Context: an optimization exercise on an open-source flow, tuned for small area and a short achievable clock period. The choices shown serve that exercise and are no tape-out recipe.
The RTL of this run was laid out without a check of its function.

[flow/design.v]
`timescale 1 ns / 1 ns
module DF_Fir_Tree (clk, clk_enable, reset, filter_in, filter_out);
  input clk;
  input clk_enable;
  input reset;
  input signed [15:0] filter_in;
  output signed [32:0] filter_out;
  reg signed [15:0] d0, d1, d2, d3, d4, d5, d6, d7, d8;
  reg signed [32:0] output_register;
  wire signed [16:0] a1 = d0 + d8;
  wire signed [16:0] a2 = d1 + d7;
  wire signed [16:0] a3 = d2 + d6;
  wire signed [16:0] a4 = d3 + d5;
  wire t_1 = d4[12] ^ d4[8];
  wire t_2 = d4[12] | d4[8];
  wire t_3, t_4;
  fir_fa ut_3 (.a(d4[13]), .b(d4[9]), .c(~d4[4]), .s(t_3), .co(t_4));
  wire t_5, t_6;
  fir_fa ut_5 (.a(d4[2]), .b(d4[0]), .c(a1[12]), .s(t_5), .co(t_6));
  wire t_7, t_8;
  fir_fa ut_7 (.a(d4[14]), .b(d4[10]), .c(~d4[5]), .s(t_7), .co(t_8));
  wire t_9, t_10;
  fir_fa ut_9 (.a(d4[3]), .b(d4[1]), .c(a1[13]), .s(t_9), .co(t_10));
  wire t_11 = a1[11] ^ a1[7];
  wire t_12 = a1[11] | a1[7];
  wire t_13, t_14;
  fir_fa ut_13 (.a(d4[15]), .b(d4[6]), .c(d4[4]), .s(t_13), .co(t_14));
  wire t_15, t_16;
  fir_fa ut_15 (.a(d4[11]), .b(a1[12]), .c(a1[8]), .s(t_15), .co(t_16));
  wire t_17, t_18;
  fir_fa ut_17 (.a(d4[2]), .b(a1[14]), .c(a2[7]), .s(t_17), .co(t_18));
  wire t_19, t_20;
  fir_fa ut_19 (.a(~d4[12]), .b(d4[7]), .c(d4[5]), .s(t_19), .co(t_20));
  wire t_21, t_22;
  fir_fa ut_21 (.a(d4[3]), .b(a1[15]), .c(a2[8]), .s(t_21), .co(t_22));
  wire t_23 = d4[8] ^ d4[6];
  wire t_24 = d4[8] | d4[6];
  wire t_25 = d4[4] ^ d4[13];
  wire t_26 = d4[4] & ~d4[13];
  wire t_27 = d4[7] ^ d4[3];
  wire t_28 = d4[7] | d4[3];
  wire t_29, t_30;
  fir_fa ut_29 (.a(d4[8]), .b(d4[4]), .c(a1[5]), .s(t_29), .co(t_30));
  wire t_31, t_32;
  fir_fa ut_31 (.a(a1[7]), .b(a2[0]), .c(a3[8]), .s(t_31), .co(t_32));
  wire t_33 = d4[9] ^ d4[5];
  wire t_34 = d4[9] & d4[5];
  wire t_35, t_36;
  fir_fa ut_35 (.a(d4[0]), .b(a1[8]), .c(a2[1]), .s(t_35), .co(t_36));
  wire t_37, t_38;
  fir_fa ut_37 (.a(a1[6]), .b(a1[2]), .c(a2[7]), .s(t_37), .co(t_38));
  wire t_39, t_40;
  fir_ha ut_39 (.a(a3[9]), .b(a4[6]), .s(t_39), .co(t_40));
  wire t_41 = d4[10] ^ d4[6];
  wire t_42 = d4[10] & d4[6];
  wire t_43, t_44;
  fir_fa ut_43 (.a(d4[1]), .b(a1[9]), .c(a2[2]), .s(t_43), .co(t_44));
  wire t_45, t_46;
  fir_fa ut_45 (.a(a1[7]), .b(a1[3]), .c(a2[8]), .s(t_45), .co(t_46));
  wire t_47, t_48;
  fir_fa ut_47 (.a(a3[10]), .b(a4[7]), .c(a4[5]), .s(t_47), .co(t_48));
  wire t_49, t_50;
  fir_fa ut_49 (.a(a3[8]), .b(a3[6]), .c(a3[3]), .s(t_49), .co(t_50));
  wire t_51, t_52;
  fir_fa ut_51 (.a(d4[11]), .b(d4[7]), .c(~d4[2]), .s(t_51), .co(t_52));
  wire t_53, t_54;
  fir_fa ut_53 (.a(d4[0]), .b(a1[10]), .c(a2[3]), .s(t_53), .co(t_54));
  wire t_55, t_56;
  fir_fa ut_55 (.a(a1[8]), .b(a1[4]), .c(a2[9]), .s(t_55), .co(t_56));
  wire t_57, t_58;
  fir_fa ut_57 (.a(a3[11]), .b(a4[8]), .c(a4[6]), .s(t_57), .co(t_58));
  wire t_59, t_60;
  fir_fa ut_59 (.a(a3[9]), .b(a3[7]), .c(a3[4]), .s(t_59), .co(t_60));
  wire t_61 = a3[1] ^ a4[12];
  wire t_62 = a3[1] | a4[12];
  wire t_63, t_64;
  fir_fa ut_63 (.a(d4[3]), .b(d4[1]), .c(t_1), .s(t_63), .co(t_64));
  wire t_65, t_66;
  fir_fa ut_65 (.a(a1[11]), .b(a2[4]), .c(a3[12]), .s(t_65), .co(t_66));
  wire t_67, t_68;
  fir_fa ut_67 (.a(a1[9]), .b(a1[5]), .c(a2[10]), .s(t_67), .co(t_68));
  wire t_69, t_70;
  fir_fa ut_69 (.a(a3[10]), .b(a3[8]), .c(a3[5]), .s(t_69), .co(t_70));
  wire t_71, t_72;
  fir_fa ut_71 (.a(a3[2]), .b(a4[13]), .c(a4[11]), .s(t_71), .co(t_72));
  wire t_73, t_74;
  fir_fa ut_73 (.a(a3[0]), .b(a4[9]), .c(a4[7]), .s(t_73), .co(t_74));
  wire t_75, t_76;
  fir_fa ut_75 (.a(t_2), .b(t_3), .c(a1[10]), .s(t_75), .co(t_76));
  wire t_77, t_78;
  fir_fa ut_77 (.a(a1[6]), .b(a2[11]), .c(a3[11]), .s(t_77), .co(t_78));
  wire t_79, t_80;
  fir_fa ut_79 (.a(a2[5]), .b(a3[13]), .c(a3[1]), .s(t_79), .co(t_80));
  wire t_81, t_82;
  fir_fa ut_81 (.a(a3[9]), .b(a3[6]), .c(a3[3]), .s(t_81), .co(t_82));
  wire t_83, t_84;
  fir_fa ut_83 (.a(a4[14]), .b(a4[12]), .c(a4[5]), .s(t_83), .co(t_84));
  wire t_85, t_86;
  fir_fa ut_85 (.a(a4[10]), .b(a4[8]), .c(a4[0]), .s(t_85), .co(t_86));
  wire t_87, t_88;
  fir_fa ut_87 (.a(t_4), .b(t_7), .c(a2[12]), .s(t_87), .co(t_88));
  wire t_89, t_90;
  fir_fa ut_89 (.a(a2[6]), .b(a3[14]), .c(a3[2]), .s(t_89), .co(t_90));
  wire t_91, t_92;
  fir_fa ut_91 (.a(a3[12]), .b(a3[10]), .c(a3[7]), .s(t_91), .co(t_92));
  wire t_93, t_94;
  fir_fa ut_93 (.a(a3[4]), .b(a4[15]), .c(a4[13]), .s(t_93), .co(t_94));
  wire t_95, t_96;
  fir_fa ut_95 (.a(a4[11]), .b(a4[9]), .c(a4[1]), .s(t_95), .co(t_96));
  wire t_97, t_98;
  fir_fa ut_97 (.a(~a4[6]), .b(t_11), .c(t_6), .s(t_97), .co(t_98));
  wire t_99, t_100;
  fir_fa ut_99 (.a(t_8), .b(a2[13]), .c(a3[13]), .s(t_99), .co(t_100));
  wire t_101, t_102;
  fir_fa ut_101 (.a(t_13), .b(a3[15]), .c(a3[3]), .s(t_101), .co(t_102));
  wire t_103, t_104;
  fir_fa ut_103 (.a(a3[11]), .b(a3[8]), .c(a3[5]), .s(t_103), .co(t_104));
  wire t_105, t_106;
  fir_fa ut_105 (.a(a4[16]), .b(a4[12]), .c(a4[10]), .s(t_105), .co(t_106));
  wire t_107, t_108;
  fir_fa ut_107 (.a(a4[14]), .b(a4[7]), .c(~a4[2]), .s(t_107), .co(t_108));
  wire t_109, t_110;
  fir_fa ut_109 (.a(t_12), .b(~t_10), .c(t_15), .s(t_109), .co(t_110));
  wire t_111, t_112;
  fir_fa ut_111 (.a(t_14), .b(t_19), .c(a3[4]), .s(t_111), .co(t_112));
  wire t_113, t_114;
  fir_fa ut_113 (.a(a1[13]), .b(a1[9]), .c(a2[14]), .s(t_113), .co(t_114));
  wire t_115, t_116;
  fir_fa ut_115 (.a(a3[16]), .b(a3[14]), .c(a3[12]), .s(t_115), .co(t_116));
  wire t_117, t_118;
  fir_fa ut_117 (.a(a3[9]), .b(a3[6]), .c(a4[15]), .s(t_117), .co(t_118));
  wire t_119, t_120;
  fir_fa ut_119 (.a(a4[13]), .b(a4[11]), .c(a4[3]), .s(t_119), .co(t_120));
  wire t_121, t_122;
  fir_fa ut_121 (.a(a4[8]), .b(t_16), .c(~t_18), .s(t_121), .co(t_122));
  wire t_123, t_124;
  fir_fa ut_123 (.a(t_23), .b(t_25), .c(~t_20), .s(t_123), .co(t_124));
  wire t_125, t_126;
  fir_fa ut_125 (.a(a1[16]), .b(a1[14]), .c(a1[10]), .s(t_125), .co(t_126));
  wire t_127, t_128;
  fir_fa ut_127 (.a(a2[15]), .b(a3[15]), .c(a3[13]), .s(t_127), .co(t_128));
  wire t_129, t_130;
  fir_fa ut_129 (.a(a2[9]), .b(a3[5]), .c(a4[16]), .s(t_129), .co(t_130));
  wire t_131, t_132;
  fir_fa ut_131 (.a(a3[10]), .b(a3[7]), .c(a4[9]), .s(t_131), .co(t_132));
  wire t_133, t_134;
  fir_fa ut_133 (.a(a4[14]), .b(a4[12]), .c(a4[4]), .s(t_133), .co(t_134));
  wire t_135, t_136;
  fir_fa ut_135 (.a(~d4[14]), .b(d4[9]), .c(d4[7]), .s(t_135), .co(t_136));
  wire t_137, t_138;
  fir_fa ut_137 (.a(d4[5]), .b(t_24), .c(t_26), .s(t_137), .co(t_138));
  wire t_139, t_140;
  fir_fa ut_139 (.a(a1[15]), .b(a1[11]), .c(a3[14]), .s(t_139), .co(t_140));
  wire t_141, t_142;
  fir_fa ut_141 (.a(a2[16]), .b(a2[10]), .c(a3[16]), .s(t_141), .co(t_142));
  wire t_143, t_144;
  fir_fa ut_143 (.a(a3[11]), .b(a3[8]), .c(a4[10]), .s(t_143), .co(t_144));
  wire t_145, t_146;
  fir_fa ut_145 (.a(a3[6]), .b(a4[15]), .c(a4[13]), .s(t_145), .co(t_146));
  wire t_147 = d4[15] ^ d4[10];
  wire t_148 = d4[15] | d4[10];
  wire t_149, t_150;
  fir_fa ut_149 (.a(d4[8]), .b(d4[6]), .c(a1[16]), .s(t_149), .co(t_150));
  wire t_151, t_152;
  fir_fa ut_151 (.a(a1[12]), .b(a3[15]), .c(a3[12]), .s(t_151), .co(t_152));
  wire t_153, t_154;
  fir_fa ut_153 (.a(a2[11]), .b(a3[7]), .c(a4[14]), .s(t_153), .co(t_154));
  wire t_155 = a3[9] ^ a4[16];
  wire t_156 = a3[9] | a4[16];
  wire t_157, t_158;
  fir_fa ut_157 (.a(d4[11]), .b(d4[9]), .c(d4[7]), .s(t_157), .co(t_158));
  wire t_159, t_160;
  fir_fa ut_159 (.a(a1[13]), .b(a3[13]), .c(a3[10]), .s(t_159), .co(t_160));
  wire t_161 = d4[4] ^ d4[0];
  wire t_162 = d4[4] & d4[0];
  wire t_163, t_164;
  fir_ha ut_163 (.a(a1[3]), .b(a3[4]), .s(t_163), .co(t_164));
  wire t_165 = d4[5] ^ d4[1];
  wire t_166 = d4[5] & d4[1];
  wire t_167, t_168;
  fir_fa ut_167 (.a(a1[4]), .b(a3[5]), .c(a4[2]), .s(t_167), .co(t_168));
  wire t_169, t_170;
  fir_fa ut_169 (.a(a1[2]), .b(a2[3]), .c(a3[3]), .s(t_169), .co(t_170));
  wire t_171, t_172;
  fir_fa ut_171 (.a(d4[6]), .b(d4[2]), .c(a1[3]), .s(t_171), .co(t_172));
  wire t_173, t_174;
  fir_fa ut_173 (.a(a1[5]), .b(a3[6]), .c(a4[3]), .s(t_173), .co(t_174));
  wire t_175, t_176;
  fir_fa ut_175 (.a(a2[4]), .b(a3[4]), .c(a3[2]), .s(t_175), .co(t_176));
  wire t_177, t_178;
  fir_fa ut_177 (.a(t_27), .b(a1[6]), .c(a3[7]), .s(t_177), .co(t_178));
  wire t_179, t_180;
  fir_fa ut_179 (.a(a1[4]), .b(a1[0]), .c(a2[5]), .s(t_179), .co(t_180));
  wire t_181, t_182;
  fir_fa ut_181 (.a(a3[5]), .b(a3[3]), .c(a3[0]), .s(t_181), .co(t_182));
  wire t_183 = a4[8] ^ a4[6];
  wire t_184 = a4[8] | a4[6];
  wire t_185, t_186;
  fir_fa ut_185 (.a(t_28), .b(a1[1]), .c(a2[6]), .s(t_185), .co(t_186));
  wire t_187, t_188;
  fir_fa ut_187 (.a(a3[6]), .b(a3[4]), .c(a3[1]), .s(t_187), .co(t_188));
  wire t_189, t_190;
  fir_fa ut_189 (.a(a4[9]), .b(a4[7]), .c(a4[0]), .s(t_189), .co(t_190));
  wire t_191, t_192;
  fir_fa ut_191 (.a(a4[5]), .b(a4[3]), .c(t_31), .s(t_191), .co(t_192));
  wire t_193, t_194;
  fir_fa ut_193 (.a(t_33), .b(a3[7]), .c(a3[5]), .s(t_193), .co(t_194));
  wire t_195, t_196;
  fir_fa ut_195 (.a(a3[2]), .b(a4[10]), .c(a4[8]), .s(t_195), .co(t_196));
  wire t_197, t_198;
  fir_fa ut_197 (.a(a4[4]), .b(t_39), .c(t_32), .s(t_197), .co(t_198));
  wire t_199, t_200;
  fir_fa ut_199 (.a(a4[1]), .b(t_30), .c(t_37), .s(t_199), .co(t_200));
  wire t_201, t_202;
  fir_fa ut_201 (.a(t_34), .b(t_41), .c(a3[0]), .s(t_201), .co(t_202));
  wire t_203, t_204;
  fir_fa ut_203 (.a(a4[11]), .b(a4[9]), .c(a4[2]), .s(t_203), .co(t_204));
  wire t_205, t_206;
  fir_fa ut_205 (.a(t_40), .b(t_36), .c(t_43), .s(t_205), .co(t_206));
  wire t_207, t_208;
  fir_fa ut_207 (.a(t_38), .b(t_45), .c(t_49), .s(t_207), .co(t_208));
  wire t_209, t_210;
  fir_fa ut_209 (.a(t_42), .b(t_51), .c(a4[10]), .s(t_209), .co(t_210));
  wire t_211, t_212;
  fir_fa ut_211 (.a(a4[3]), .b(t_46), .c(t_50), .s(t_211), .co(t_212));
  wire t_213, t_214;
  fir_fa ut_213 (.a(t_61), .b(t_44), .c(t_48), .s(t_213), .co(t_214));
  wire t_215, t_216;
  fir_fa ut_215 (.a(t_53), .b(~t_55), .c(t_57), .s(t_215), .co(t_216));
  wire t_217, t_218;
  fir_fa ut_217 (.a(t_52), .b(~t_63), .c(a4[4]), .s(t_217), .co(t_218));
  wire t_219, t_220;
  fir_fa ut_219 (.a(t_62), .b(t_56), .c(t_60), .s(t_219), .co(t_220));
  wire t_221, t_222;
  fir_fa ut_221 (.a(t_54), .b(t_58), .c(t_65), .s(t_221), .co(t_222));
  wire t_223, t_224;
  fir_fa ut_223 (.a(t_67), .b(t_69), .c(t_71), .s(t_223), .co(t_224));
  wire t_225, t_226;
  fir_fa ut_225 (.a(t_64), .b(t_66), .c(t_74), .s(t_225), .co(t_226));
  wire t_227, t_228;
  fir_fa ut_227 (.a(t_68), .b(t_70), .c(t_72), .s(t_227), .co(t_228));
  wire t_229, t_230;
  fir_fa ut_229 (.a(t_75), .b(t_77), .c(t_81), .s(t_229), .co(t_230));
  wire t_231, t_232;
  fir_fa ut_231 (.a(t_79), .b(t_85), .c(t_5), .s(t_231), .co(t_232));
  wire t_233, t_234;
  fir_fa ut_233 (.a(t_76), .b(t_78), .c(t_82), .s(t_233), .co(t_234));
  wire t_235, t_236;
  fir_fa ut_235 (.a(t_80), .b(t_86), .c(t_89), .s(t_235), .co(t_236));
  wire t_237, t_238;
  fir_fa ut_237 (.a(t_84), .b(t_87), .c(t_91), .s(t_237), .co(t_238));
  wire t_239, t_240;
  fir_fa ut_239 (.a(~t_93), .b(t_95), .c(t_9), .s(t_239), .co(t_240));
  wire t_241, t_242;
  fir_fa ut_241 (.a(t_88), .b(t_92), .c(t_94), .s(t_241), .co(t_242));
  wire t_243, t_244;
  fir_fa ut_243 (.a(t_90), .b(t_96), .c(t_101), .s(t_243), .co(t_244));
  wire t_245, t_246;
  fir_fa ut_245 (.a(t_99), .b(t_103), .c(t_107), .s(t_245), .co(t_246));
  wire t_247, t_248;
  fir_fa ut_247 (.a(t_105), .b(t_17), .c(t_98), .s(t_247), .co(t_248));
  wire t_249, t_250;
  fir_fa ut_249 (.a(t_100), .b(t_104), .c(t_108), .s(t_249), .co(t_250));
  wire t_251, t_252;
  fir_fa ut_251 (.a(t_102), .b(t_106), .c(t_111), .s(t_251), .co(t_252));
  wire t_253, t_254;
  fir_fa ut_253 (.a(t_113), .b(t_115), .c(t_117), .s(t_253), .co(t_254));
  wire t_255, t_256;
  fir_fa ut_255 (.a(t_119), .b(t_21), .c(~t_110), .s(t_255), .co(t_256));
  wire t_257, t_258;
  fir_fa ut_257 (.a(t_123), .b(t_114), .c(t_116), .s(t_257), .co(t_258));
  wire t_259, t_260;
  fir_fa ut_259 (.a(t_112), .b(t_120), .c(t_129), .s(t_259), .co(t_260));
  wire t_261, t_262;
  fir_fa ut_261 (.a(t_118), .b(t_125), .c(t_127), .s(t_261), .co(t_262));
  wire t_263, t_264;
  fir_fa ut_263 (.a(~t_131), .b(t_133), .c(t_22), .s(t_263), .co(t_264));
  wire t_265, t_266;
  fir_fa ut_265 (.a(t_135), .b(t_137), .c(a4[5]), .s(t_265), .co(t_266));
  wire t_267, t_268;
  fir_fa ut_267 (.a(t_124), .b(t_126), .c(t_128), .s(t_267), .co(t_268));
  wire t_269, t_270;
  fir_fa ut_269 (.a(t_130), .b(t_134), .c(t_141), .s(t_269), .co(t_270));
  wire t_271, t_272;
  fir_fa ut_271 (.a(t_132), .b(t_139), .c(t_143), .s(t_271), .co(t_272));
  wire t_273, t_274;
  fir_fa ut_273 (.a(~t_147), .b(t_136), .c(t_138), .s(t_273), .co(t_274));
  wire t_275, t_276;
  fir_fa ut_275 (.a(a4[11]), .b(t_140), .c(t_144), .s(t_275), .co(t_276));
  wire t_277, t_278;
  fir_fa ut_277 (.a(a4[6]), .b(t_155), .c(t_142), .s(t_277), .co(t_278));
  wire t_279, t_280;
  fir_fa ut_279 (.a(t_146), .b(t_149), .c(t_153), .s(t_279), .co(t_280));
  wire t_281, t_282;
  fir_fa ut_281 (.a(t_148), .b(t_157), .c(a2[12]), .s(t_281), .co(t_282));
  wire t_283, t_284;
  fir_fa ut_283 (.a(a3[16]), .b(a3[8]), .c(a4[15]), .s(t_283), .co(t_284));
  wire t_285, t_286;
  fir_fa ut_285 (.a(a4[12]), .b(t_156), .c(t_152), .s(t_285), .co(t_286));
  wire t_287, t_288;
  fir_fa ut_287 (.a(a4[7]), .b(t_150), .c(t_154), .s(t_287), .co(t_288));
  wire t_289, t_290;
  fir_fa ut_289 (.a(~d4[12]), .b(d4[10]), .c(d4[8]), .s(t_289), .co(t_290));
  wire t_291, t_292;
  fir_fa ut_291 (.a(t_158), .b(a2[13]), .c(a3[9]), .s(t_291), .co(t_292));
  wire t_293, t_294;
  fir_fa ut_293 (.a(a1[14]), .b(a3[14]), .c(a3[11]), .s(t_293), .co(t_294));
  wire t_295, t_296;
  fir_fa ut_295 (.a(a4[16]), .b(a4[13]), .c(~a4[8]), .s(t_295), .co(t_296));
  wire t_297, t_298;
  fir_fa ut_297 (.a(d4[12]), .b(d4[13]), .c(d4[11]), .s(t_297), .co(t_298));
  wire t_299, t_300;
  fir_fa ut_299 (.a(d4[9]), .b(a2[14]), .c(a3[10]), .s(t_299), .co(t_300));
  wire t_301, t_302;
  fir_fa ut_301 (.a(a1[15]), .b(a3[15]), .c(a3[12]), .s(t_301), .co(t_302));
  wire t_303 = d4[14] ^ d4[12];
  wire t_304 = d4[14] | d4[12];
  wire t_305, t_306;
  fir_fa ut_305 (.a(d4[10]), .b(a1[16]), .c(a2[15]), .s(t_305), .co(t_306));
  wire t_307, t_308;
  fir_ha ut_307 (.a(a3[16]), .b(a3[11]), .s(t_307), .co(t_308));
  wire t_309 = d4[13] ^ d4[11];
  wire t_310 = d4[13] | d4[11];
  wire t_311 = d4[15] ^ a2[16];
  wire t_312 = d4[15] | a2[16];
  wire t_313 = d4[2] ^ a2[0];
  wire t_314 = d4[2] | a2[0];
  wire t_315, t_316;
  fir_fa ut_315 (.a(d4[3]), .b(a1[0]), .c(a2[1]), .s(t_315), .co(t_316));
  wire t_317, t_318;
  fir_fa ut_317 (.a(a1[2]), .b(a3[3]), .c(a4[0]), .s(t_317), .co(t_318));
  wire t_319, t_320;
  fir_fa ut_319 (.a(t_161), .b(a1[1]), .c(a2[2]), .s(t_319), .co(t_320));
  wire t_321, t_322;
  fir_fa ut_321 (.a(a3[2]), .b(a3[0]), .c(a4[5]), .s(t_321), .co(t_322));
  wire t_323 = a4[1] ^ a4[3];
  wire t_324 = a4[1] & ~a4[3];
  wire t_325, t_326;
  fir_fa ut_325 (.a(t_162), .b(t_165), .c(a3[1]), .s(t_325), .co(t_326));
  wire t_327, t_328;
  fir_fa ut_327 (.a(a4[6]), .b(a4[4]), .c(~a4[0]), .s(t_327), .co(t_328));
  wire t_329, t_330;
  fir_fa ut_329 (.a(t_164), .b(t_167), .c(~t_169), .s(t_329), .co(t_330));
  wire t_331, t_332;
  fir_fa ut_331 (.a(t_166), .b(a4[7]), .c(a4[5]), .s(t_331), .co(t_332));
  wire t_333, t_334;
  fir_fa ut_333 (.a(a4[1]), .b(t_168), .c(t_173), .s(t_333), .co(t_334));
  wire t_335, t_336;
  fir_fa ut_335 (.a(t_170), .b(t_171), .c(t_175), .s(t_335), .co(t_336));
  wire t_337, t_338;
  fir_fa ut_337 (.a(a4[4]), .b(a4[2]), .c(t_183), .s(t_337), .co(t_338));
  wire t_339, t_340;
  fir_fa ut_339 (.a(t_172), .b(t_176), .c(t_179), .s(t_339), .co(t_340));
  wire t_341, t_342;
  fir_fa ut_341 (.a(t_174), .b(t_177), .c(~t_181), .s(t_341), .co(t_342));
  wire t_343, t_344;
  fir_fa ut_343 (.a(t_184), .b(t_180), .c(t_182), .s(t_343), .co(t_344));
  wire t_345, t_346;
  fir_fa ut_345 (.a(~t_178), .b(t_185), .c(t_187), .s(t_345), .co(t_346));
  wire t_347, t_348;
  fir_fa ut_347 (.a(t_189), .b(t_29), .c(~t_191), .s(t_347), .co(t_348));
  wire t_349, t_350;
  fir_fa ut_349 (.a(t_186), .b(t_188), .c(t_190), .s(t_349), .co(t_350));
  wire t_351, t_352;
  fir_fa ut_351 (.a(t_193), .b(t_195), .c(~t_35), .s(t_351), .co(t_352));
  wire t_353, t_354;
  fir_fa ut_353 (.a(t_192), .b(t_197), .c(~t_199), .s(t_353), .co(t_354));
  wire t_355, t_356;
  fir_fa ut_355 (.a(t_194), .b(t_196), .c(t_201), .s(t_355), .co(t_356));
  wire t_357, t_358;
  fir_fa ut_357 (.a(t_203), .b(t_200), .c(t_207), .s(t_357), .co(t_358));
  wire t_359, t_360;
  fir_fa ut_359 (.a(t_47), .b(t_198), .c(t_205), .s(t_359), .co(t_360));
  wire t_361, t_362;
  fir_fa ut_361 (.a(t_202), .b(t_204), .c(t_209), .s(t_361), .co(t_362));
  wire t_363, t_364;
  fir_fa ut_363 (.a(t_59), .b(t_208), .c(t_211), .s(t_363), .co(t_364));
  wire t_365, t_366;
  fir_fa ut_365 (.a(t_206), .b(t_213), .c(t_215), .s(t_365), .co(t_366));
  wire t_367, t_368;
  fir_fa ut_367 (.a(t_210), .b(t_217), .c(~t_73), .s(t_367), .co(t_368));
  wire t_369, t_370;
  fir_fa ut_369 (.a(t_212), .b(t_219), .c(t_223), .s(t_369), .co(t_370));
  wire t_371, t_372;
  fir_fa ut_371 (.a(t_214), .b(t_216), .c(t_221), .s(t_371), .co(t_372));
  wire t_373, t_374;
  fir_fa ut_373 (.a(t_218), .b(t_83), .c(t_220), .s(t_373), .co(t_374));
  wire t_375, t_376;
  fir_fa ut_375 (.a(t_222), .b(t_225), .c(t_231), .s(t_375), .co(t_376));
  wire t_377, t_378;
  fir_fa ut_377 (.a(t_224), .b(t_227), .c(t_229), .s(t_377), .co(t_378));
  wire t_379, t_380;
  fir_fa ut_379 (.a(t_226), .b(t_232), .c(t_235), .s(t_379), .co(t_380));
  wire t_381, t_382;
  fir_fa ut_381 (.a(t_228), .b(t_230), .c(t_233), .s(t_381), .co(t_382));
  wire t_383, t_384;
  fir_fa ut_383 (.a(~t_237), .b(t_239), .c(t_97), .s(t_383), .co(t_384));
  wire t_385, t_386;
  fir_fa ut_385 (.a(t_234), .b(t_238), .c(t_241), .s(t_385), .co(t_386));
  wire t_387, t_388;
  fir_fa ut_387 (.a(t_236), .b(t_240), .c(t_243), .s(t_387), .co(t_388));
  wire t_389, t_390;
  fir_fa ut_389 (.a(t_245), .b(t_109), .c(~t_247), .s(t_389), .co(t_390));
  wire t_391, t_392;
  fir_fa ut_391 (.a(t_242), .b(t_246), .c(t_249), .s(t_391), .co(t_392));
  wire t_393, t_394;
  fir_fa ut_393 (.a(t_244), .b(t_251), .c(~t_253), .s(t_393), .co(t_394));
  wire t_395, t_396;
  fir_fa ut_395 (.a(~t_121), .b(t_248), .c(t_255), .s(t_395), .co(t_396));
  wire t_397, t_398;
  fir_fa ut_397 (.a(t_250), .b(t_254), .c(t_257), .s(t_397), .co(t_398));
  wire t_399, t_400;
  fir_fa ut_399 (.a(t_252), .b(t_259), .c(t_263), .s(t_399), .co(t_400));
  wire t_401, t_402;
  fir_fa ut_401 (.a(t_261), .b(t_122), .c(~t_256), .s(t_401), .co(t_402));
  wire t_403, t_404;
  fir_fa ut_403 (.a(t_265), .b(t_145), .c(t_260), .s(t_403), .co(t_404));
  wire t_405, t_406;
  fir_fa ut_405 (.a(t_258), .b(t_262), .c(t_267), .s(t_405), .co(t_406));
  wire t_407, t_408;
  fir_fa ut_407 (.a(t_264), .b(t_269), .c(~t_271), .s(t_407), .co(t_408));
  wire t_409, t_410;
  fir_fa ut_409 (.a(t_273), .b(t_266), .c(~t_151), .s(t_409), .co(t_410));
  wire t_411, t_412;
  fir_fa ut_411 (.a(t_268), .b(t_272), .c(t_275), .s(t_411), .co(t_412));
  wire t_413, t_414;
  fir_fa ut_413 (.a(t_270), .b(t_277), .c(t_279), .s(t_413), .co(t_414));
  wire t_415, t_416;
  fir_fa ut_415 (.a(t_274), .b(t_281), .c(t_283), .s(t_415), .co(t_416));
  wire t_417, t_418;
  fir_fa ut_417 (.a(t_159), .b(t_276), .c(t_285), .s(t_417), .co(t_418));
  wire t_419, t_420;
  fir_fa ut_419 (.a(t_278), .b(t_280), .c(t_287), .s(t_419), .co(t_420));
  wire t_421, t_422;
  fir_fa ut_421 (.a(t_289), .b(t_282), .c(t_284), .s(t_421), .co(t_422));
  wire t_423, t_424;
  fir_fa ut_423 (.a(~t_291), .b(t_293), .c(t_295), .s(t_423), .co(t_424));
  wire t_425, t_426;
  fir_fa ut_425 (.a(t_160), .b(t_286), .c(~t_288), .s(t_425), .co(t_426));
  wire t_427, t_428;
  fir_fa ut_427 (.a(t_290), .b(t_297), .c(a4[9]), .s(t_427), .co(t_428));
  wire t_429, t_430;
  fir_fa ut_429 (.a(a4[14]), .b(t_294), .c(t_296), .s(t_429), .co(t_430));
  wire t_431, t_432;
  fir_fa ut_431 (.a(t_292), .b(t_299), .c(~t_301), .s(t_431), .co(t_432));
  wire t_433, t_434;
  fir_fa ut_433 (.a(t_303), .b(a3[13]), .c(a4[15]), .s(t_433), .co(t_434));
  wire t_435, t_436;
  fir_fa ut_435 (.a(t_298), .b(a4[10]), .c(t_307), .s(t_435), .co(t_436));
  wire t_437, t_438;
  fir_fa ut_437 (.a(t_300), .b(~t_302), .c(t_305), .s(t_437), .co(t_438));
  wire t_439, t_440;
  fir_fa ut_439 (.a(t_304), .b(a3[12]), .c(a4[16]), .s(t_439), .co(t_440));
  wire t_441, t_442;
  fir_fa ut_441 (.a(t_309), .b(a3[14]), .c(~a4[11]), .s(t_441), .co(t_442));
  wire t_443, t_444;
  fir_fa ut_443 (.a(t_308), .b(t_311), .c(t_306), .s(t_443), .co(t_444));
  wire t_445 = d4[14] ^ d4[12];
  wire t_446 = d4[14] | d4[12];
  wire t_447, t_448;
  fir_fa ut_447 (.a(t_310), .b(a3[13]), .c(a4[12]), .s(t_447), .co(t_448));
  wire t_449 = a3[15] ^ t_312;
  wire t_450 = a3[15] | t_312;
  wire t_451, t_452;
  fir_fa ut_451 (.a(~d4[15]), .b(d4[13]), .c(a3[16]), .s(t_451), .co(t_452));
  wire t_453 = a1[0] ^ a3[1];
  wire t_454 = a1[0] | a3[1];
  wire t_455, t_456;
  fir_fa ut_455 (.a(a1[1]), .b(a3[2]), .c(~a3[0]), .s(t_455), .co(t_456));
  wire t_457 = a4[3] ^ a4[1];
  wire t_458 = a4[3] | a4[1];
  wire t_459, t_460;
  fir_fa ut_459 (.a(a3[1]), .b(a4[4]), .c(a4[2]), .s(t_459), .co(t_460));
  wire t_461, t_462;
  fir_fa ut_461 (.a(t_314), .b(t_315), .c(~t_317), .s(t_461), .co(t_462));
  wire t_463, t_464;
  fir_fa ut_463 (.a(t_323), .b(t_316), .c(t_319), .s(t_463), .co(t_464));
  wire t_465, t_466;
  fir_fa ut_465 (.a(t_163), .b(t_318), .c(~t_321), .s(t_465), .co(t_466));
  wire t_467, t_468;
  fir_fa ut_467 (.a(~t_324), .b(t_320), .c(t_322), .s(t_467), .co(t_468));
  wire t_469, t_470;
  fir_fa ut_469 (.a(t_325), .b(t_327), .c(~t_329), .s(t_469), .co(t_470));
  wire t_471, t_472;
  fir_fa ut_471 (.a(t_326), .b(t_328), .c(t_331), .s(t_471), .co(t_472));
  wire t_473, t_474;
  fir_fa ut_473 (.a(t_330), .b(t_333), .c(~t_335), .s(t_473), .co(t_474));
  wire t_475, t_476;
  fir_fa ut_475 (.a(t_332), .b(t_336), .c(t_339), .s(t_475), .co(t_476));
  wire t_477, t_478;
  fir_fa ut_477 (.a(t_337), .b(t_334), .c(t_341), .s(t_477), .co(t_478));
  wire t_479, t_480;
  fir_fa ut_479 (.a(t_338), .b(~t_340), .c(t_342), .s(t_479), .co(t_480));
  wire t_481, t_482;
  fir_fa ut_481 (.a(t_343), .b(t_345), .c(t_347), .s(t_481), .co(t_482));
  wire t_483, t_484;
  fir_fa ut_483 (.a(t_344), .b(t_346), .c(t_349), .s(t_483), .co(t_484));
  wire t_485, t_486;
  fir_fa ut_485 (.a(t_351), .b(t_348), .c(~t_353), .s(t_485), .co(t_486));
  wire t_487, t_488;
  fir_fa ut_487 (.a(t_350), .b(t_352), .c(t_355), .s(t_487), .co(t_488));
  wire t_489, t_490;
  fir_fa ut_489 (.a(t_354), .b(~t_357), .c(t_359), .s(t_489), .co(t_490));
  wire t_491, t_492;
  fir_fa ut_491 (.a(t_356), .b(t_361), .c(t_358), .s(t_491), .co(t_492));
  wire t_493, t_494;
  fir_fa ut_493 (.a(t_360), .b(~t_363), .c(t_365), .s(t_493), .co(t_494));
  wire t_495, t_496;
  fir_fa ut_495 (.a(t_362), .b(t_367), .c(t_364), .s(t_495), .co(t_496));
  wire t_497, t_498;
  fir_fa ut_497 (.a(t_366), .b(~t_369), .c(t_371), .s(t_497), .co(t_498));
  wire t_499, t_500;
  fir_fa ut_499 (.a(t_368), .b(t_370), .c(t_373), .s(t_499), .co(t_500));
  wire t_501, t_502;
  fir_fa ut_501 (.a(t_372), .b(t_375), .c(~t_377), .s(t_501), .co(t_502));
  wire t_503, t_504;
  fir_fa ut_503 (.a(t_374), .b(t_378), .c(t_381), .s(t_503), .co(t_504));
  wire t_505, t_506;
  fir_fa ut_505 (.a(t_376), .b(t_379), .c(t_383), .s(t_505), .co(t_506));
  wire t_507, t_508;
  fir_fa ut_507 (.a(t_380), .b(t_384), .c(t_387), .s(t_507), .co(t_508));
  wire t_509, t_510;
  fir_fa ut_509 (.a(t_382), .b(t_385), .c(t_389), .s(t_509), .co(t_510));
  wire t_511, t_512;
  fir_fa ut_511 (.a(t_386), .b(~t_388), .c(t_391), .s(t_511), .co(t_512));
  wire t_513, t_514;
  fir_fa ut_513 (.a(t_393), .b(~t_390), .c(t_395), .s(t_513), .co(t_514));
  wire t_515, t_516;
  fir_fa ut_515 (.a(t_392), .b(~t_394), .c(t_397), .s(t_515), .co(t_516));
  wire t_517, t_518;
  fir_fa ut_517 (.a(t_399), .b(t_396), .c(~t_401), .s(t_517), .co(t_518));
  wire t_519, t_520;
  fir_fa ut_519 (.a(~t_398), .b(t_400), .c(t_403), .s(t_519), .co(t_520));
  wire t_521, t_522;
  fir_fa ut_521 (.a(t_405), .b(~t_407), .c(t_402), .s(t_521), .co(t_522));
  wire t_523, t_524;
  fir_fa ut_523 (.a(t_409), .b(t_404), .c(t_408), .s(t_523), .co(t_524));
  wire t_525, t_526;
  fir_fa ut_525 (.a(t_406), .b(t_411), .c(~t_413), .s(t_525), .co(t_526));
  wire t_527, t_528;
  fir_fa ut_527 (.a(t_410), .b(t_415), .c(t_414), .s(t_527), .co(t_528));
  wire t_529, t_530;
  fir_fa ut_529 (.a(t_412), .b(t_417), .c(~t_419), .s(t_529), .co(t_530));
  wire t_531, t_532;
  fir_fa ut_531 (.a(t_416), .b(t_421), .c(~t_423), .s(t_531), .co(t_532));
  wire t_533, t_534;
  fir_fa ut_533 (.a(t_418), .b(~t_420), .c(t_425), .s(t_533), .co(t_534));
  wire t_535, t_536;
  fir_fa ut_535 (.a(t_427), .b(t_422), .c(t_431), .s(t_535), .co(t_536));
  wire t_537, t_538;
  fir_fa ut_537 (.a(t_424), .b(t_429), .c(t_426), .s(t_537), .co(t_538));
  wire t_539, t_540;
  fir_fa ut_539 (.a(t_428), .b(t_435), .c(t_432), .s(t_539), .co(t_540));
  wire t_541, t_542;
  fir_fa ut_541 (.a(t_433), .b(t_430), .c(~t_437), .s(t_541), .co(t_542));
  wire t_543, t_544;
  fir_fa ut_543 (.a(t_434), .b(~t_439), .c(t_441), .s(t_543), .co(t_544));
  wire t_545, t_546;
  fir_fa ut_545 (.a(t_436), .b(t_438), .c(t_443), .s(t_545), .co(t_546));
  wire t_547, t_548;
  fir_fa ut_547 (.a(t_445), .b(~t_440), .c(t_442), .s(t_547), .co(t_548));
  wire t_549, t_550;
  fir_fa ut_549 (.a(t_447), .b(t_449), .c(t_444), .s(t_549), .co(t_550));
  wire t_551, t_552;
  fir_fa ut_551 (.a(t_446), .b(a3[14]), .c(a4[13]), .s(t_551), .co(t_552));
  wire t_553, t_554;
  fir_fa ut_553 (.a(t_448), .b(t_451), .c(~t_450), .s(t_553), .co(t_554));
  wire t_555, t_556;
  fir_fa ut_555 (.a(d4[14]), .b(a3[15]), .c(a4[14]), .s(t_555), .co(t_556));
  wire t_557, t_558;
  fir_fa ut_557 (.a(d4[1]), .b(a4[2]), .c(a4[0]), .s(t_557), .co(t_558));
  wire t_559, t_560;
  fir_fa ut_559 (.a(t_454), .b(t_457), .c(t_313), .s(t_559), .co(t_560));
  wire t_561, t_562;
  fir_fa ut_561 (.a(t_458), .b(~t_456), .c(t_459), .s(t_561), .co(t_562));
  wire t_563, t_564;
  fir_fa ut_563 (.a(t_460), .b(t_462), .c(t_463), .s(t_563), .co(t_564));
  wire t_565, t_566;
  fir_fa ut_565 (.a(t_464), .b(~t_466), .c(t_467), .s(t_565), .co(t_566));
  wire t_567, t_568;
  fir_fa ut_567 (.a(t_468), .b(t_471), .c(t_470), .s(t_567), .co(t_568));
  wire t_569, t_570;
  fir_fa ut_569 (.a(t_472), .b(~t_474), .c(t_475), .s(t_569), .co(t_570));
  wire t_571, t_572;
  fir_fa ut_571 (.a(~t_476), .b(t_478), .c(t_479), .s(t_571), .co(t_572));
  wire t_573, t_574;
  fir_fa ut_573 (.a(~t_480), .b(t_483), .c(t_482), .s(t_573), .co(t_574));
  wire t_575, t_576;
  fir_fa ut_575 (.a(t_484), .b(t_487), .c(t_486), .s(t_575), .co(t_576));
  wire t_577, t_578;
  fir_fa ut_577 (.a(t_488), .b(~t_490), .c(t_491), .s(t_577), .co(t_578));
  wire t_579, t_580;
  fir_fa ut_579 (.a(t_492), .b(~t_494), .c(t_495), .s(t_579), .co(t_580));
  wire t_581, t_582;
  fir_fa ut_581 (.a(t_496), .b(~t_498), .c(t_499), .s(t_581), .co(t_582));
  wire t_583, t_584;
  fir_fa ut_583 (.a(t_500), .b(~t_502), .c(t_503), .s(t_583), .co(t_584));
  wire t_585, t_586;
  fir_fa ut_585 (.a(~t_504), .b(t_506), .c(t_507), .s(t_585), .co(t_586));
  wire t_587, t_588;
  fir_fa ut_587 (.a(~t_508), .b(t_511), .c(t_510), .s(t_587), .co(t_588));
  wire t_589, t_590;
  fir_fa ut_589 (.a(t_512), .b(t_515), .c(~t_514), .s(t_589), .co(t_590));
  wire t_591, t_592;
  fir_fa ut_591 (.a(~t_516), .b(t_519), .c(t_518), .s(t_591), .co(t_592));
  wire t_593, t_594;
  fir_fa ut_593 (.a(t_520), .b(t_523), .c(~t_525), .s(t_593), .co(t_594));
  wire t_595, t_596;
  fir_fa ut_595 (.a(t_524), .b(~t_526), .c(t_527), .s(t_595), .co(t_596));
  wire t_597, t_598;
  fir_fa ut_597 (.a(t_531), .b(t_528), .c(~t_530), .s(t_597), .co(t_598));
  wire t_599, t_600;
  fir_fa ut_599 (.a(t_532), .b(t_535), .c(~t_534), .s(t_599), .co(t_600));
  wire t_601, t_602;
  fir_fa ut_601 (.a(t_536), .b(t_539), .c(~t_541), .s(t_601), .co(t_602));
  wire t_603, t_604;
  fir_fa ut_603 (.a(t_543), .b(~t_540), .c(t_542), .s(t_603), .co(t_604));
  wire t_605, t_606;
  fir_fa ut_605 (.a(t_544), .b(t_547), .c(~t_546), .s(t_605), .co(t_606));
  wire t_607, t_608;
  fir_fa ut_607 (.a(t_551), .b(~t_548), .c(t_553), .s(t_607), .co(t_608));
  wire t_609, t_610;
  fir_fa ut_609 (.a(t_552), .b(t_555), .c(t_452), .s(t_609), .co(t_610));
  wire t_611, t_612;
  fir_fa ut_611 (.a(d4[15]), .b(~a3[16]), .c(a4[15]), .s(t_611), .co(t_612));
  wire t_613, t_614;
  fir_ha ut_613 (.a(d4[0]), .b(a3[0]), .s(t_613), .co(t_614));
  wire t_615, t_616;
  fir_fa ut_615 (.a(d4[0]), .b(t_453), .c(t_557), .s(t_615), .co(t_616));
  wire t_617, t_618;
  fir_fa ut_617 (.a(~t_558), .b(t_455), .c(t_559), .s(t_617), .co(t_618));
  wire t_619, t_620;
  fir_fa ut_619 (.a(~t_560), .b(t_561), .c(t_461), .s(t_619), .co(t_620));
  wire t_621, t_622;
  fir_fa ut_621 (.a(t_562), .b(~t_465), .c(t_563), .s(t_621), .co(t_622));
  wire t_623, t_624;
  fir_fa ut_623 (.a(t_564), .b(t_565), .c(t_469), .s(t_623), .co(t_624));
  wire t_625, t_626;
  fir_fa ut_625 (.a(t_566), .b(~t_473), .c(t_567), .s(t_625), .co(t_626));
  wire t_627, t_628;
  fir_fa ut_627 (.a(~t_477), .b(t_568), .c(t_569), .s(t_627), .co(t_628));
  wire t_629, t_630;
  fir_fa ut_629 (.a(t_570), .b(~t_571), .c(t_481), .s(t_629), .co(t_630));
  wire t_631, t_632;
  fir_fa ut_631 (.a(~t_572), .b(t_485), .c(t_573), .s(t_631), .co(t_632));
  wire t_633, t_634;
  fir_fa ut_633 (.a(~t_489), .b(t_574), .c(t_575), .s(t_633), .co(t_634));
  wire t_635, t_636;
  fir_fa ut_635 (.a(~t_493), .b(t_576), .c(t_577), .s(t_635), .co(t_636));
  wire t_637, t_638;
  fir_fa ut_637 (.a(~t_497), .b(t_578), .c(t_579), .s(t_637), .co(t_638));
  wire t_639, t_640;
  fir_fa ut_639 (.a(~t_501), .b(t_580), .c(t_581), .s(t_639), .co(t_640));
  wire t_641, t_642;
  fir_fa ut_641 (.a(~t_505), .b(t_582), .c(t_583), .s(t_641), .co(t_642));
  wire t_643, t_644;
  fir_fa ut_643 (.a(t_584), .b(~t_585), .c(t_509), .s(t_643), .co(t_644));
  wire t_645, t_646;
  fir_fa ut_645 (.a(t_586), .b(t_513), .c(~t_587), .s(t_645), .co(t_646));
  wire t_647, t_648;
  fir_fa ut_647 (.a(~t_517), .b(t_588), .c(t_589), .s(t_647), .co(t_648));
  wire t_649, t_650;
  fir_fa ut_649 (.a(t_521), .b(t_590), .c(~t_591), .s(t_649), .co(t_650));
  wire t_651, t_652;
  fir_fa ut_651 (.a(t_593), .b(~t_522), .c(t_592), .s(t_651), .co(t_652));
  wire t_653, t_654;
  fir_fa ut_653 (.a(~t_529), .b(t_594), .c(t_595), .s(t_653), .co(t_654));
  wire t_655, t_656;
  fir_fa ut_655 (.a(~t_533), .b(t_596), .c(t_597), .s(t_655), .co(t_656));
  wire t_657, t_658;
  fir_fa ut_657 (.a(~t_537), .b(t_598), .c(t_599), .s(t_657), .co(t_658));
  wire t_659, t_660;
  fir_fa ut_659 (.a(t_601), .b(~t_538), .c(t_600), .s(t_659), .co(t_660));
  wire t_661, t_662;
  fir_fa ut_661 (.a(t_545), .b(t_602), .c(~t_603), .s(t_661), .co(t_662));
  wire t_663, t_664;
  fir_fa ut_663 (.a(~t_549), .b(t_604), .c(t_605), .s(t_663), .co(t_664));
  wire t_665, t_666;
  fir_fa ut_665 (.a(t_550), .b(t_607), .c(~t_606), .s(t_665), .co(t_666));
  wire t_667, t_668;
  fir_fa ut_667 (.a(t_609), .b(t_554), .c(t_608), .s(t_667), .co(t_668));
  wire t_669, t_670;
  fir_fa ut_669 (.a(t_611), .b(t_556), .c(t_610), .s(t_669), .co(t_670));
  wire t_671, t_672;
  fir_fa ut_671 (.a(d4[15]), .b(~a4[16]), .c(t_612), .s(t_671), .co(t_672));
  wire [32:0] r0 = {1'b1, ~d4[15], t_671, t_669, t_667, ~t_664, t_662, t_661, t_658, t_656, t_654, t_653, ~t_650, ~t_648, t_646, ~t_644, ~t_642, ~t_640, ~t_638, ~t_636, ~t_634, ~t_632, ~t_630, ~t_628, ~t_626, ~t_624, ~t_622, ~t_620, t_618, ~t_616, t_614, ~a4[1], 1'b1};
  wire [32:0] r1 = {1'b0, t_672, t_670, t_668, t_666, t_665, ~t_663, t_660, t_659, t_657, t_655, t_652, t_651, ~t_649, ~t_647, t_645, ~t_643, ~t_641, ~t_639, ~t_637, ~t_635, ~t_633, ~t_631, ~t_629, ~t_627, ~t_625, ~t_623, ~t_621, ~t_619, t_617, ~t_615, t_613, ~a4[0]};
  wire [32:0] sum = r0 + r1;
  always @(posedge clk or posedge reset)
    if (reset) begin
      d0 <= 0; d1 <= 0; d2 <= 0; d3 <= 0; d4 <= 0; d5 <= 0; d6 <= 0; d7 <= 0; d8 <= 0;
      output_register <= 0;
    end else if (clk_enable) begin
      d0 <= filter_in; d1 <= d0; d2 <= d1; d3 <= d2; d4 <= d3;
      d5 <= d4; d6 <= d5; d7 <= d6; d8 <= d7;
      output_register <= sum;
    end
  assign filter_out = output_register;
endmodule
module fir_fa (a, b, c, s, co);
  input a, b, c;
  output s, co;
  assign s = a ^ b ^ c;
  assign co = (a & b) | (a & c) | (b & c);
endmodule
module fir_ha (a, b, s, co);
  input a, b;
  output s, co;
  assign s = a ^ b;
  assign co = a & b;
endmodule
[flow/run.sh]
#!/bin/bash
# synth_recipe.tcl (not shown) runs the flow's synth.tcl, then flattens the netlist and writes it again
# the make line also repeats each setting of config.mk as NAME=value (left out here)
make -C /OpenROAD-flow-scripts/flow DESIGN_CONFIG=/design/flow/config.mk WORK_HOME=/design/flow/orfs CLKGATE_MAP_FILE= SYNTH_SCRIPT=/design/flow/synth_recipe.tcl finish
[flow/config.mk]
export PLATFORM = sky130hd
export DESIGN_NAME = DF_Fir_Tree
export DESIGN_NICKNAME = DF_Fir_Tree
export VERILOG_FILES = /design/flow/design.v
export SDC_FILE = /design/flow/constraint.sdc
export NUM_CORES = 4
export LEC_CHECK = 0
export CAP_MARGIN = 20
export CORE_MARGIN = 2
export CORE_UTILIZATION = 40
export PLACE_DENSITY = 0.6
export SLEW_MARGIN = 20
export SYNTH_HIERARCHICAL = 1
export SYNTH_MINIMUM_KEEP_SIZE = 0
[flow/constraint.sdc]
create_clock -name core_clock -period 13.0 [get_ports {clk}]
set_input_delay 2.6000 -clock core_clock [delete_from_list [all_inputs] [get_ports {clk}]]
set_output_delay 2.6000 -clock core_clock [all_outputs]
set_load 0.01 [all_outputs]
==> summary.txt <==
Run status
  • Status: complete, no violations

STA
  • Final clock skew: 13.4 ps
  • Final Hold Fails: 0
  • RSZ-0062 raised after global routing: no
  • Fmax: about 120 MHz
  • Post-route minimum period: about 8200 ps
  • Final setup fails: 0
  • Rel. slew slack: approximately 28%
  • Tightest Pin Transition: 1080 ps
  • Setup TNS Final: 0 ps
  • Slew Viols, Final: 0
  • Part of the cycle the worst path needs: between 60% and 70%

Placement
  • Port bufs: 51
  • Final Wtd Congestion: about 0.95
  • DP HPWL: roughly 39000 um

Critical path
  • Startpoint Class: flip-flop
  • Critical-path maximum fanout: 7
  • CP Class: flip-flop to flip-flop
  • Critical Path AT: approximately 8600 ps
  • Worst EP required: 13360 ps
  • Crit path capture type: flip-flop
  • Flop2flop setup slack: approximately 4800 ps

Floorplanning
  • Core region area: between 0.04 and 0.05 mm^2
  • Die ar.: 0.0472 mm^2
  • Chip height: between 200 and 250 um
  • Die Width: roughly 220 um
  • Row Count: between 70 and 80
  • Ports: between 50 and 60
  • Initial core utilization: around two fifths

CTS
  • CTS HTree Levels: 4
  • Hold Buf Count CTS: 0
  • Clk slew on worst S/H paths: about 80 ps
  • Clk Latency, worst-skew pair: about 470 ps
  • Setup Buffers After CTS: 0
  • Clk sink count: between 150 and 200
  • Resize count post-CTS: 0
  • CTS buffer count: 17
  • Max clock buf depth: 2
  • Root Driver: clkbuf_16
  • TritonCTS clock tree: done

Drt
  • DRC Markers: 0
  • Via count: ~12000
  • Drt wl/cell: around 21 um
  • Final wirelength: around 47000 um
  • Detail Route Antenna Nets: 0
  • Pre-Repair DR Iteration Count: 5
  • Initial DRC count: 630
  • DR vias/cell: roughly 5.3

Global routing
  • Largest net degree at the start of global routing: between 100 and 150
  • Total track usage: a little over a fifth
  • First-pass GRT wire length: around 74000 um
  • Vias in the first global route: approximately 13000
  • GRT overflow: 0
  • Initial antenna violation count: 0

Yosys
  • Post-Syn Instances: roughly 1500
  • Ys async rst share: 100%
  • Sequential share of the synthesized area: 24.3%
  • Post-synthesis share of cell area spent on xor and xnor gates: 3.32%
  • Syn Area/Cell: 11.9 um^2
  • Number of synthesized flops with an enable pin: 0
  • Number of distinct library cells after synthesis: 68
  • Largest family of logic cells by synthesized area: adder cells
  • Mapped cell area: around 0.018 mm^2
  • Main synth FF type: dfrtp_1
  • FF+latch count, synth: about 180
  • Synth Area in Adders: 42.8%
  • Mux contribution to synthesized area: 9.09%
  • Synth warn: 7
  • Compound-gate portion of the synthesized area: 9.92%
  • Simple-gate share of the synthesized area: under 10%
  • Syn Nets: around 2000

Cells and area
  • Fin nets: 2042
  • Fin util: between 40% and 50%
  • Antenna Diode Count: 0
  • Ratio of cells with drive above 1 in the final layout: between 10 and 15%
  • Fillers: slightly above 4000
  • Area Growth Syn to Fin: 10.5%

Hold path
  • HP Class: flip-flop to flip-flop

Job
  • Max Cap Viol: 0
cells in the mapped netlist (7+ instances only):
| library cell | instances | area (um^2) |
|---|---|---|
| o21ai_0 | 49 | 245 |
| nand3_1 | 17 | 85.1 |
| nor4_1 | 7 | 43.8 |
| a211oi_1 | 11 | 82.6 |
| inv_1 | 196 | 736 |
| a21oi_1 | 69 | 345 |
| nand4_1 | 12 | 75.1 |
| nor2_1 | 43 | 161 |
| and3_1 | 8 | 50.1 |
| fa_1 | 315 | 6310 |
| mux2_2 | 146 | 1640 |
| nor2b_1 | 12 | 75.1 |
| o21bai_1 | 15 | 113 |
| nand2_1 | 63 | 236 |
| o211ai_1 | 8 | 60.1 |
| nand2b_1 | 7 | 43.8 |
| o31ai_1 | 8 | 60.1 |
| xnor2_1 | 45 | 394 |
| clkbuf_1 | 31 | 116 |
| dfrtp_1 | 177 | 4430 |
| a31oi_1 | 11 | 68.8 |
| xor2_1 | 24 | 210 |
| nor3_1 | 20 | 100 |
| a21o_1 | 34 | 255 |
| o21a_1 | 14 | 105 |
| ha_1 | 119 | 1490 |
per-module statistics from Yosys (local to each module, per instance):
module       flops+latches  copies in the design  area [um^2]
DF_Fir_Tree            177                     1        11900
fir_fa                   0                   310         20.0
fir_ha                   0                     4         12.5
sequential cells by signal, indices dropped and copies added, names as in the netlist:
name	cells
d6	16
d2	16
d0	16
d5	16
d8	16
output_register	33
d7	16
d4	16
d3	16
d1	16
metal layers:
layer	share of wire, %	routed length (um)	vias to the layer above	track usage, %
met3	3.5	1630	51	2.38
met2	49	22900	239	35.4
li1	-	-	5304	-
met4	1.8	855	0	5.48
met1	46	21700	6121	29.1
met5	0	0	-	0
cell usage in the layout (no fill, tap or decap), drive strengths merged, types with 3 or more instances in the layout:
cell type,n
fa,315
inv,205
dfrtp,177
mux2,146
ha,119
a21oi,69
nand2,63
o21ai,51
clkdlybuf4s50,50
xnor2,45
nor2,44
a21o,34
xor2,24
buf,22
nor3,20
clkbuf,18
nand3,17
o21bai,15
o21a,14
nor2b,12
nand4,12
a211oi,11
a31oi,11
o31ai,10
o211ai,9
and3,8
nor4,7
nand2b,7
a31o,5
a211o,5
o31a,4
o311ai,4
a311oi,3
nand3b,3
or2,3
or3,3
a21boi,3
clkinv,3
metrics by stage:
| stage | cell area, um^2 | std cells | hold WS, ps | setup slack [ps] |
|---|---|---|---|---|
| after CTS | 20100 | 2202 | 499 | 4880 |
| final | 20100 | 2202 | 492 | 4770 |
| after global placement | 19500 | 2170 | 477 | 5020 |
| after global routing | 20100 | 2202 | 522 | 4340 |
| after floorplan | 18200 | 1532 | 477 | 5590 |
| after detailed placement | 19500 | 2170 | 480 | 4910 |
kinds of logic after synthesis:
| family | after synthesis |
|---|---|
| compound gates | 265 |
| xor+xnor | 69 |
| fa+ha+maj | 434 |
| buf+inv | 231 |
| flops | 177 |
| mux | 147 |
| simple gates | 209 |
area by class of cell:
cell class | instances | area (um^2) | share of cell area, %
multi-input cells | 1124 | 12900 | 64.1
flip-flops and latches | 177 | 4430 | 22.0
well taps | 600 | 751 | 3.73
inverters | 196 | 743 | 3.69
repair buffers | 73 | 679 | 3.38
clock buffers | 17 | 425 | 2.11
clock inverters | 15 | 185 | 0.920
worst max-delay path: stages, from the launching register on:
cell and delay, ps:
dfrtp_1 410, ha_1 220, or3_1 410, a311oi_1 580, o311ai_1 220, a211o_1 300
a21o_1 210, xor2_1 760, fa_1 570, fa_1 400, fa_1 440, fa_1 540
inv_1 50, fa_1 460, fa_1 490, ha_1 380, a21oi_1 350, o21ai_1 200
o21ai_0 300, nor2_1 110, a31oi_1 350, a2111oi_0 160, nand3b_1 210
worst paths after layout:
check | from | to | cells past startpoint
worst max-delay path | d2[6] | output_register[31] | 22
worst min-delay path | output_register[4] | output_register[4] | 1
worst min register to register | output_register[4] | output_register[4] | 1
max in group asynchronous | reset | d0[15] | 3
min in group asynchronous | reset | d8[2] | 2
worst max register to register | d2[6] | output_register[31] | 22

-- static timing again, ports no longer ideal --
In the flow no input, the clock included, has a driving cell. The finished layout below was timed again as built, in two steps. Step 1 (the two cells are an assumption about what drives the block):
set clk [get_ports {clk}]
set_driving_cell -lib_cell sky130_fd_sc_hd__clkbuf_16 $clk
set_driving_cell -lib_cell sky130_fd_sc_hd__buf_2 [delete_from_list [all_inputs] $clk]
Step 2 moves the port delays by t, midway between the first and last clock arrival at a register: inputs arrive t later, outputs are due t later. That takes back most of the time a late clock gives input paths. Slacks: no drivers / after step 1 / after step 2; pairs: no drivers / after step 1.
t, ns: 0.521
slack for setup (ns): 4.771 / 4.771 / 4.771
worst setup path at the end: register to register
clock arrival spread, ns: 0.014 / 0.014
slew at the worst register clock pin (ns): 0.09 / 0.09
After both steps this run still meets setup and hold. The setup slack of this run moves by 0.000 ns with the drivers and by 0.000 ns with both steps.
